Source: an optimization exercise on an open RTL-to-GDS flow (aim: small area). Production flows keep margins and buffers that such runs may drop.
RTL that was checked went through simulation tests only; none was proved equivalent to the original.

==> flow/design.v <==
`timescale 1ns/100ps
module satd_rca #(parameter W = 8) (
    input  [W-1:0] a,
    input  [W-1:0] b,
    input          ci,
    output [W-1:0] s
);
wire [W:0] c;
assign c[0] = ci;
genvar i;
generate
for (i = 0; i < W; i = i + 1) begin : bit_
    assign s[i]   = a[i] ^ b[i] ^ c[i];
    assign c[i+1] = (a[i] & b[i]) | (c[i] & (a[i] ^ b[i]));
end
endgenerate
endmodule
module fme_satd_8x8 (
    clk,
    rstn,
    cur_p0_i, cur_p1_i, cur_p2_i, cur_p3_i,
    cur_p4_i, cur_p5_i, cur_p6_i, cur_p7_i,
    sp0_i,    sp1_i,    sp2_i,    sp3_i,
    sp4_i,    sp5_i,    sp6_i,    sp7_i,
    sp_valid_i,
    satd_8x8_o,
    satd_8x8_valid_o
);
input                                 clk;
input                                 rstn;
input		[8-1  : 0] cur_p0_i, cur_p1_i, cur_p2_i, cur_p3_i;
input		[8-1  : 0] cur_p4_i, cur_p5_i, cur_p6_i, cur_p7_i;
input           [8-1  : 0] sp0_i,    sp1_i,    sp2_i,    sp3_i;
input           [8-1  : 0] sp4_i,    sp5_i,    sp6_i,    sp7_i;
input                                 sp_valid_i;
output          [17              : 0] satd_8x8_o;
output                                satd_8x8_valid_o;
reg  [2:0] cnt;           
reg        win;           
wire       adv = sp_valid_i | win;
always @(posedge clk or negedge rstn) begin
    if (~rstn) begin
        cnt <= 3'd0;
        win <= 1'b0;
    end else if (adv) begin
        cnt <= cnt + 3'd1;
        if (cnt == 3'd7) win <= sp_valid_i;
    end
end
reg        adv1;
reg  [1:0] cnt1;
reg  [3:0] load_d;        
reg  [4:0] done_d;        
always @(posedge clk) begin
    adv1   <= adv;
    cnt1   <= cnt[1:0];
    load_d <= {load_d[2:0], adv & (cnt == 3'd7)};
end
always @(posedge clk or negedge rstn) begin
    if (~rstn) done_d <= 5'd0;
    else       done_d <= {done_d[3:0], win & (cnt == 3'd6)};
end
assign satd_8x8_valid_o = done_d[4];
wire [8-1:0] cur [0:7];
wire [8-1:0] sp  [0:7];
assign cur[0] = cur_p0_i; assign cur[1] = cur_p1_i; assign cur[2] = cur_p2_i; assign cur[3] = cur_p3_i;
assign cur[4] = cur_p4_i; assign cur[5] = cur_p5_i; assign cur[6] = cur_p6_i; assign cur[7] = cur_p7_i;
assign sp[0]  = sp0_i;    assign sp[1]  = sp1_i;    assign sp[2]  = sp2_i;    assign sp[3]  = sp3_i;
assign sp[4]  = sp4_i;    assign sp[5]  = sp5_i;    assign sp[6]  = sp6_i;    assign sp[7]  = sp7_i;
reg  [9:0]  f1 [0:3][0:7];
reg  [10:0] f2 [0:1][0:7];
reg  [11:0] f3 [0:7];
reg  [9:0]  r1 [0:7];       
reg  [11:0] r2 [0:7];       
wire h1 = cnt[2];
wire h2 = cnt1[1];
wire h3 = cnt1[0];
genvar g;
generate
for (g = 0; g < 8; g = g + 1) begin : lane
    wire [8:0] x1;
    satd_rca #(9) u_d (.a({1'b0, cur[g]}), .b({1'b1, ~sp[g]}), .ci(1'b1), .s(x1));
    wire [9:0] x1e = {x1[8], x1};
    wire [9:0] o1, i1;
    satd_rca #(10) u_o1 (.a(f1[3][g]), .b(x1e & {10{h1}}),    .ci(1'b0), .s(o1));
    satd_rca #(10) u_i1 (.a(x1e),      .b(~(f1[3][g] & {10{h1}})), .ci(1'b1), .s(i1));
    always @(posedge clk) begin
        if (adv) begin
            f1[0][g] <= i1;
            f1[1][g] <= f1[0][g];
            f1[2][g] <= f1[1][g];
            f1[3][g] <= f1[2][g];
        end
        r1[g] <= o1;
    end
    wire [10:0] x2e = {r1[g][9], r1[g]};
    wire [10:0] o2, i2;
    satd_rca #(11) u_o2 (.a(f2[1][g]), .b(x2e & {11{h2}}),    .ci(1'b0), .s(o2));
    satd_rca #(11) u_i2 (.a(x2e),      .b(~(f2[1][g] & {11{h2}})), .ci(1'b1), .s(i2));
    always @(posedge clk) if (adv1) begin
        f2[0][g] <= i2;
        f2[1][g] <= f2[0][g];
    end
    wire [11:0] x3e = {o2[10], o2};
    wire [11:0] o3, i3;
    satd_rca #(12) u_o3 (.a(f3[g]), .b(x3e & {12{h3}}),    .ci(1'b0), .s(o3));
    satd_rca #(12) u_i3 (.a(x3e),   .b(~(f3[g] & {12{h3}})), .ci(1'b1), .s(i3));
    always @(posedge clk) begin
        if (adv1) f3[g] <= i3;
        r2[g] <= o3;
    end
end
endgenerate
wire [12:0] a [0:7];
wire [13:0] b [0:7];
reg  [13:0] r3 [0:7];
generate
for (g = 0; g < 4; g = g + 1) begin : rs1
    satd_rca #(13) u_s (.a({r2[g][11], r2[g]}), .b({r2[g+4][11], r2[g+4]}),  .ci(1'b0), .s(a[g]));
    satd_rca #(13) u_d (.a({r2[g][11], r2[g]}), .b(~{r2[g+4][11], r2[g+4]}), .ci(1'b1), .s(a[g+4]));
end
for (g = 0; g < 4; g = g + 1) begin : rs2
    localparam integer I = (g < 2) ? g : g + 2;    
    wire [13:0] ae  = {a[I][12],   a[I]};
    wire [13:0] ae2 = {a[I+2][12], a[I+2]};
    satd_rca #(14) u_s (.a(ae), .b(ae2),  .ci(1'b0), .s(b[I]));
    satd_rca #(14) u_d (.a(ae), .b(~ae2), .ci(1'b1), .s(b[I+2]));
end
for (g = 0; g < 8; g = g + 1) begin : rr3
    always @(posedge clk) r3[g] <= b[g];
end
endgenerate
reg  [12:0] r4 [0:3];      
reg  [3:0]  r4s;           
generate
for (g = 0; g < 4; g = g + 1) begin : mx
    wire signed [14:0] p = {r3[2*g][13],   r3[2*g]};
    wire signed [14:0] q = {r3[2*g+1][13], r3[2*g+1]};
    wire [14:0] sum = p + q;
    wire [14:0] dif = p - q;
    wire        selp = ~(sum[14] ^ dif[14]);
    wire [13:0] v = selp ? r3[2*g] : r3[2*g+1];
    always @(posedge clk) begin
        r4[g]  <= v[12:0] ^ {13{v[13]}};
        r4s[g] <= v[13];
    end
end
endgenerate
reg  [15:0] acc;
wire [15:0] acc_n = (load_d[3] ? 16'd1 : acc) + r4[0] + r4[1] + r4[2] + r4[3]
                    + r4s[0] + r4s[1] + r4s[2] + r4s[3];
always @(posedge clk) acc <= acc_n;
assign satd_8x8_o = {3'b000, acc[15:1]};
endmodule
clock: 7.0 ns
lec_check: 0
cap_margin: 20
core_margin: 2
core_utilization: 40
slew_margin: 20
run.sh (not shown) runs the stock make flow with config.mk's settings and CLKGATE_MAP_FILE= SYNTH_SCRIPT=/design/flow/synth_recipe.tcl, a recipe that flattens the netlist after the stock synthesis.
Change:
--- a/flow/design.v
+++ b/flow/design.v
@@ -49,18 +49,18 @@
 end
 reg        adv1;
 reg  [1:0] cnt1;
-reg  [3:0] load_d;        
-reg  [4:0] done_d;        
+reg  [2:0] load_d;        
+reg  [3:0] done_d;        
 always @(posedge clk) begin
     adv1   <= adv;
     cnt1   <= cnt[1:0];
-    load_d <= {load_d[2:0], adv & (cnt == 3'd7)};
+    load_d <= {load_d[1:0], adv & (cnt == 3'd7)};
 end
 always @(posedge clk or negedge rstn) begin
-    if (~rstn) done_d <= 5'd0;
-    else       done_d <= {done_d[3:0], win & (cnt == 3'd6)};
+    if (~rstn) done_d <= 4'd0;
+    else       done_d <= {done_d[2:0], win & (cnt == 3'd6)};
 end
-assign satd_8x8_valid_o = done_d[4];
+assign satd_8x8_valid_o = done_d[3];
 wire [8-1:0] cur [0:7];
 wire [8-1:0] sp  [0:7];
 assign cur[0] = cur_p0_i; assign cur[1] = cur_p1_i; assign cur[2] = cur_p2_i; assign cur[3] = cur_p3_i;
@@ -130,8 +130,8 @@
     always @(posedge clk) r3[g] <= b[g];
 end
 endgenerate
-reg  [12:0] r4 [0:3];      
-reg  [3:0]  r4s;           
+wire [12:0] mv [0:3];      
+wire [3:0]  ms;            
 generate
 for (g = 0; g < 4; g = g + 1) begin : mx
     wire signed [14:0] p = {r3[2*g][13],   r3[2*g]};
@@ -140,15 +140,13 @@
     wire [14:0] dif = p - q;
     wire        selp = ~(sum[14] ^ dif[14]);
     wire [13:0] v = selp ? r3[2*g] : r3[2*g+1];
-    always @(posedge clk) begin
-        r4[g]  <= v[12:0] ^ {13{v[13]}};
-        r4s[g] <= v[13];
-    end
+    assign mv[g] = v[12:0] ^ {13{v[13]}};
+    assign ms[g] = v[13];
 end
 endgenerate
 reg  [15:0] acc;
-wire [15:0] acc_n = (load_d[3] ? 16'd1 : acc) + r4[0] + r4[1] + r4[2] + r4[3]
-                    + r4s[0] + r4s[1] + r4s[2] + r4s[3];
+wire [15:0] acc_n = (load_d[2] ? 16'd1 : acc) + mv[0] + mv[1] + mv[2] + mv[3]
+                    + ms[0] + ms[1] + ms[2] + ms[3];
 always @(posedge clk) acc <= acc_n;
 assign satd_8x8_o = {3'b000, acc[15:1]};
 endmodule
Result:
- worst setup slack improved by 0.086 ns
- global-route usage rose by 0.45 points
- wire length rose by a few percent
- non-clock buffer count fell by 1
- die area fell slightly
- final area fell slightly
- count of clock-buffer cells in the layout fell by 8
- via count hardly moves
- synthesized cell count rose slightly
- first-iteration DRC count fell slightly
- sequential cell count fell by 56
No functional check of the RTL was part of the first run of this note.

========
fme_satd_8x8, a different RTL version from the one above (not shown whole).
For scale: roughly 3,200 cells after synthesis, roughly 150 I/O pins, ~47,000 µm² of cells after synthesis.
==> module fme_satd_8x8, before the edit <==
module fme_satd_8x8 (
    clk,
    rstn,
    cur_p0_i, cur_p1_i, cur_p2_i, cur_p3_i,
    cur_p4_i, cur_p5_i, cur_p6_i, cur_p7_i,
    sp0_i,    sp1_i,    sp2_i,    sp3_i,
    sp4_i,    sp5_i,    sp6_i,    sp7_i,
    sp_valid_i,
    satd_8x8_o,
    satd_8x8_valid_o
);
input                                 clk;
input                                 rstn;
input		[8-1  : 0] cur_p0_i, cur_p1_i, cur_p2_i, cur_p3_i;
input		[8-1  : 0] cur_p4_i, cur_p5_i, cur_p6_i, cur_p7_i;
input           [8-1  : 0] sp0_i,    sp1_i,    sp2_i,    sp3_i;
input           [8-1  : 0] sp4_i,    sp5_i,    sp6_i,    sp7_i;
input                                 sp_valid_i;
output          [17              : 0] satd_8x8_o;
output                                satd_8x8_valid_o;
reg  [2:0] cnt;           
reg        win;           
wire       adv = sp_valid_i | win;
always @(posedge clk or negedge rstn) begin
    if (~rstn) begin
        cnt <= 3'd0;
        win <= 1'b0;
    end else if (adv) begin
        cnt <= cnt + 3'd1;
        if (cnt == 3'd7) win <= sp_valid_i;
    end
end
reg        adv1;
reg  [1:0] cnt1;
reg  [2:0] load_d;        
reg  [3:0] done_d;        
always @(posedge clk) begin
    adv1   <= adv;
    cnt1   <= cnt[1:0];
    load_d <= {load_d[1:0], adv & (cnt == 3'd7)};
end
always @(posedge clk or negedge rstn) begin
    if (~rstn) done_d <= 4'd0;
    else       done_d <= {done_d[2:0], win & (cnt == 3'd6)};
end
assign satd_8x8_valid_o = done_d[3];
wire [8-1:0] cur [0:7];
wire [8-1:0] sp  [0:7];
assign cur[0] = cur_p0_i; assign cur[1] = cur_p1_i; assign cur[2] = cur_p2_i; assign cur[3] = cur_p3_i;
assign cur[4] = cur_p4_i; assign cur[5] = cur_p5_i; assign cur[6] = cur_p6_i; assign cur[7] = cur_p7_i;
assign sp[0]  = sp0_i;    assign sp[1]  = sp1_i;    assign sp[2]  = sp2_i;    assign sp[3]  = sp3_i;
assign sp[4]  = sp4_i;    assign sp[5]  = sp5_i;    assign sp[6]  = sp6_i;    assign sp[7]  = sp7_i;
reg  [9:0]  f1 [0:3][0:7];
reg  [10:0] f2 [0:1][0:7];
reg  [11:0] f3 [0:7];
reg  [9:0]  r1 [0:7];       
reg  [11:0] r2 [0:7];       
wire h1 = cnt[2];
wire h2 = cnt1[1];
wire h3 = cnt1[0];
genvar g;
generate
for (g = 0; g < 8; g = g + 1) begin : lane
    wire [8:0] x1;
    satd_rca #(9) u_d (.a({1'b0, cur[g]}), .b({1'b1, ~sp[g]}), .ci(1'b1), .s(x1));
    wire [9:0] x1e = {x1[8], x1};
    wire [9:0] o1, i1;
    satd_rca #(10) u_o1 (.a(f1[3][g]), .b(x1e & {10{h1}}),    .ci(1'b0), .s(o1));
    satd_rca #(10) u_i1 (.a(x1e),      .b(~f1[3][g] & {10{h1}}), .ci(h1), .s(i1));
    always @(posedge clk) begin
        if (adv) begin
            f1[0][g] <= i1;
            f1[1][g] <= f1[0][g];
            f1[2][g] <= f1[1][g];
            f1[3][g] <= f1[2][g];
        end
        r1[g] <= o1;
    end
    wire [10:0] x2e = {r1[g][9], r1[g]};
    wire [10:0] o2, i2;
    satd_rca #(11) u_o2 (.a(f2[1][g]), .b(x2e & {11{h2}}),    .ci(1'b0), .s(o2));
    satd_rca #(11) u_i2 (.a(x2e),      .b(~f2[1][g] & {11{h2}}), .ci(h2), .s(i2));
    always @(posedge clk) if (adv1) begin
        f2[0][g] <= i2;
        f2[1][g] <= f2[0][g];
    end
    wire [11:0] x3e = {o2[10], o2};
    wire [11:0] o3, i3;
    satd_rca #(12) u_o3 (.a(f3[g]), .b(x3e & {12{h3}}),    .ci(1'b0), .s(o3));
    satd_rca #(12) u_i3 (.a(x3e),   .b(~f3[g] & {12{h3}}), .ci(h3), .s(i3));
    always @(posedge clk) begin
        if (adv1) f3[g] <= i3;
        r2[g] <= o3;
    end
end
endgenerate
wire [12:0] a [0:7];
wire [13:0] b [0:7];
reg  [13:0] r3 [0:7];
generate
for (g = 0; g < 4; g = g + 1) begin : rs1
    satd_rca #(13) u_s (.a({r2[g][11], r2[g]}), .b({r2[g+4][11], r2[g+4]}),  .ci(1'b0), .s(a[g]));
    satd_rca #(13) u_d (.a({r2[g][11], r2[g]}), .b(~{r2[g+4][11], r2[g+4]}), .ci(1'b1), .s(a[g+4]));
end
for (g = 0; g < 4; g = g + 1) begin : rs2
    localparam integer I = (g < 2) ? g : g + 2;    
    wire [13:0] ae  = {a[I][12],   a[I]};
    wire [13:0] ae2 = {a[I+2][12], a[I+2]};
    satd_rca #(14) u_s (.a(ae), .b(ae2),  .ci(1'b0), .s(b[I]));
    satd_rca #(14) u_d (.a(ae), .b(~ae2), .ci(1'b1), .s(b[I+2]));
end
for (g = 0; g < 8; g = g + 1) begin : rr3
    always @(posedge clk) r3[g] <= b[g];
end
endgenerate
wire [12:0] mv [0:3];      
wire [3:0]  ms;            
generate
for (g = 0; g < 4; g = g + 1) begin : mx
    wire [13:0] p = r3[2*g];
    wire [13:0] q = r3[2*g+1];
    wire        same = ~(p[13] ^ q[13]);
    wire [14:0] r = {p[13], p} + {q[13] ^ same, q ^ {14{same}}} + {14'd0, same};
    wire        selp = ~(r[14] ^ p[13]);
    wire [13:0] v = selp ? p : q;
    assign mv[g] = v[12:0] ^ {13{v[13]}};
    assign ms[g] = v[13];
end
endgenerate
reg  [15:0] acc;
wire [15:0] acc_n = (load_d[2] ? 16'd1 : acc) + mv[0] + mv[1] + mv[2] + mv[3]
                    + ms[0] + ms[1] + ms[2] + ms[3];
always @(posedge clk) acc <= acc_n;
assign satd_8x8_o = {3'b000, acc[15:1]};
endmodule
Settings: LEC_CHECK=0, CAP_MARGIN=20, CORE_MARGIN=2, CORE_UTILIZATION=60, CTS_BUF_LIST=sky130_fd_sc_hd__clkbuf_8, CTS_CLUSTER_DIAMETER=50, CTS_CLUSTER_SIZE=16, SLEW_MARGIN=20; clock period 7.0 ns.
standard.sh (not shown) runs the stock make flow with config.mk's settings and CLKGATE_MAP_FILE= SYNTH_SCRIPT=/design/flow/synth_recipe.tcl, a recipe that flattens the netlist after the stock synthesis.
==> flow/flow/run.sh <==
#!/bin/bash
set -euo pipefail
W="$(cd "$(dirname "${BASH_SOURCE[0]}")/.." && pwd)"
cd "$W"
F="$W/flow"
PLAT="${FLOW_PLATFORM:-sky130hd}"
R="$W/orfs/results/$PLAT/fme_satd_8x8/base"
LIB="$FLOW_HOME/platforms/$PLAT/lib/sky130_fd_sc_hd__tt_025C_1v80.lib"
PORTBUF="BUFFER_PORTS_ARGS=-buffer_cell sky130_fd_sc_hd__buf_1"

# 1. the standard synthesis
bash standard.sh "$PORTBUF" "$R/1_2_yosys.v" > "$W/log_1_synth.log" 2>&1
cp "$R/1_2_yosys.v" "$W/standard_1_2_yosys.v"

# 2. map the combinational logic again
P="$W/post"
mkdir -p "$P"
python3 "$F/gen_models.py" "$LIB" "$P/models.v" \
    sky130_fd_sc_hd__fa_1,sky130_fd_sc_hd__fa_2,sky130_fd_sc_hd__fa_4,sky130_fd_sc_hd__ha_1,sky130_fd_sc_hd__ha_2,sky130_fd_sc_hd__ha_4 \
    > "$W/log_2_models.log" 2>&1
POST_LIB="$LIB" POST_MODELS="$P/models.v" POST_NET="$W/standard_1_2_yosys.v" \
POST_TOP="${FLOW_TOP:-fme_satd_8x8}" POST_DIR="$P" POST_PY="$F/polarity.py" \
POST_ABC="$F/abc_area.script" POST_OUT="$P/1_2_yosys.v" \
    yosys -c "$F/post.tcl" > "$W/log_2_post.log" 2>&1
cp "$P/1_2_yosys.v" "$R/1_2_yosys.v"

# 3. the rest of the standard layout
bash standard.sh "$PORTBUF" finish > "$W/log_3_layout.log" 2>&1
Other scripts of this flow, unchanged in this note and not shown: flow/flow/abc_area.script, flow/flow/gen_models.py, flow/flow/polarity.py, flow/flow/post.tcl
Rerun with:
--- a/flow/design.v
+++ b/flow/design.v
@@ -135,12 +135,18 @@
 generate
 for (g = 0; g < 4; g = g + 1) begin : mx
     wire [13:0] p = r3[2*g];
     wire [13:0] q = r3[2*g+1];
     wire        same = ~(p[13] ^ q[13]);
-    wire [14:0] r = {p[13], p} + {q[13] ^ same, q ^ {14{same}}} + {14'd0, same};
-    wire        selp = ~(r[14] ^ p[13]);
+    wire [13:0] qq = q ^ {14{same}};
+    wire [14:0] c;                       
+    assign c[0] = same;
+    genvar k;
+    for (k = 0; k < 14; k = k + 1) begin : ch
+        assign c[k+1] = (p[k] & qq[k]) | (c[k] & (p[k] | qq[k]));
+    end
+    wire        selp = c[14] ^ p[13];
     wire [13:0] v = selp ? p : q;
     assign mv[g] = v[12:0] ^ {13{v[13]}};
     assign ms[g] = v[13];
 end
 endgenerate
=>
- With this change the flow ran to the end with violations: negative setup slack
- die area goes down by 1.1%
- non-clock buffer count climbs by 61
- design area hardly moves
- hold slack is about the same
- worst setup slack is worse by 0.53 ns
- area after synthesis falls by 1.1%

[re-timing with driven ports]
In the flow no input, the clock included, has a driving cell. The finished layouts below were timed again as built, in two steps.
Step 1 (the two cells are an assumption about what drives the block):
set clk [get_ports {clk}]
set_driving_cell -lib_cell sky130_fd_sc_hd__clkbuf_16 $clk
set_driving_cell -lib_cell sky130_fd_sc_hd__buf_2 [delete_from_list [all_inputs] $clk]
Step 2, shift: input delay + t, output delay - t, t = (earliest + latest rising clock arrival at the registers) / 2. This alone moves slack from input paths to output paths.
Slacks: ideal ports / drivers / drivers and shift; pairs: ideal ports / drivers.
run | shift t [ns] | setup WS [ns] | worst setup path at the end | worst data-port slew with drivers (ns) | pins driven straight from the clock port
the first run of note 1 | 0.764 | 0.286 / 0.286 / 0.286 | register to register | 0.04 | 1
the second run of note 1 | 0.755 | 0.372 / 0.372 / 0.372 | register to register | 0.04 | 1
the first run of note 2 | 0.791 | 0.171 / 0.171 / 0.171 | register to register | 0.04 | 1
the second run of note 2 | 0.787 | -0.363 / -0.363 / -0.363 | register to register | 0.05 | 1
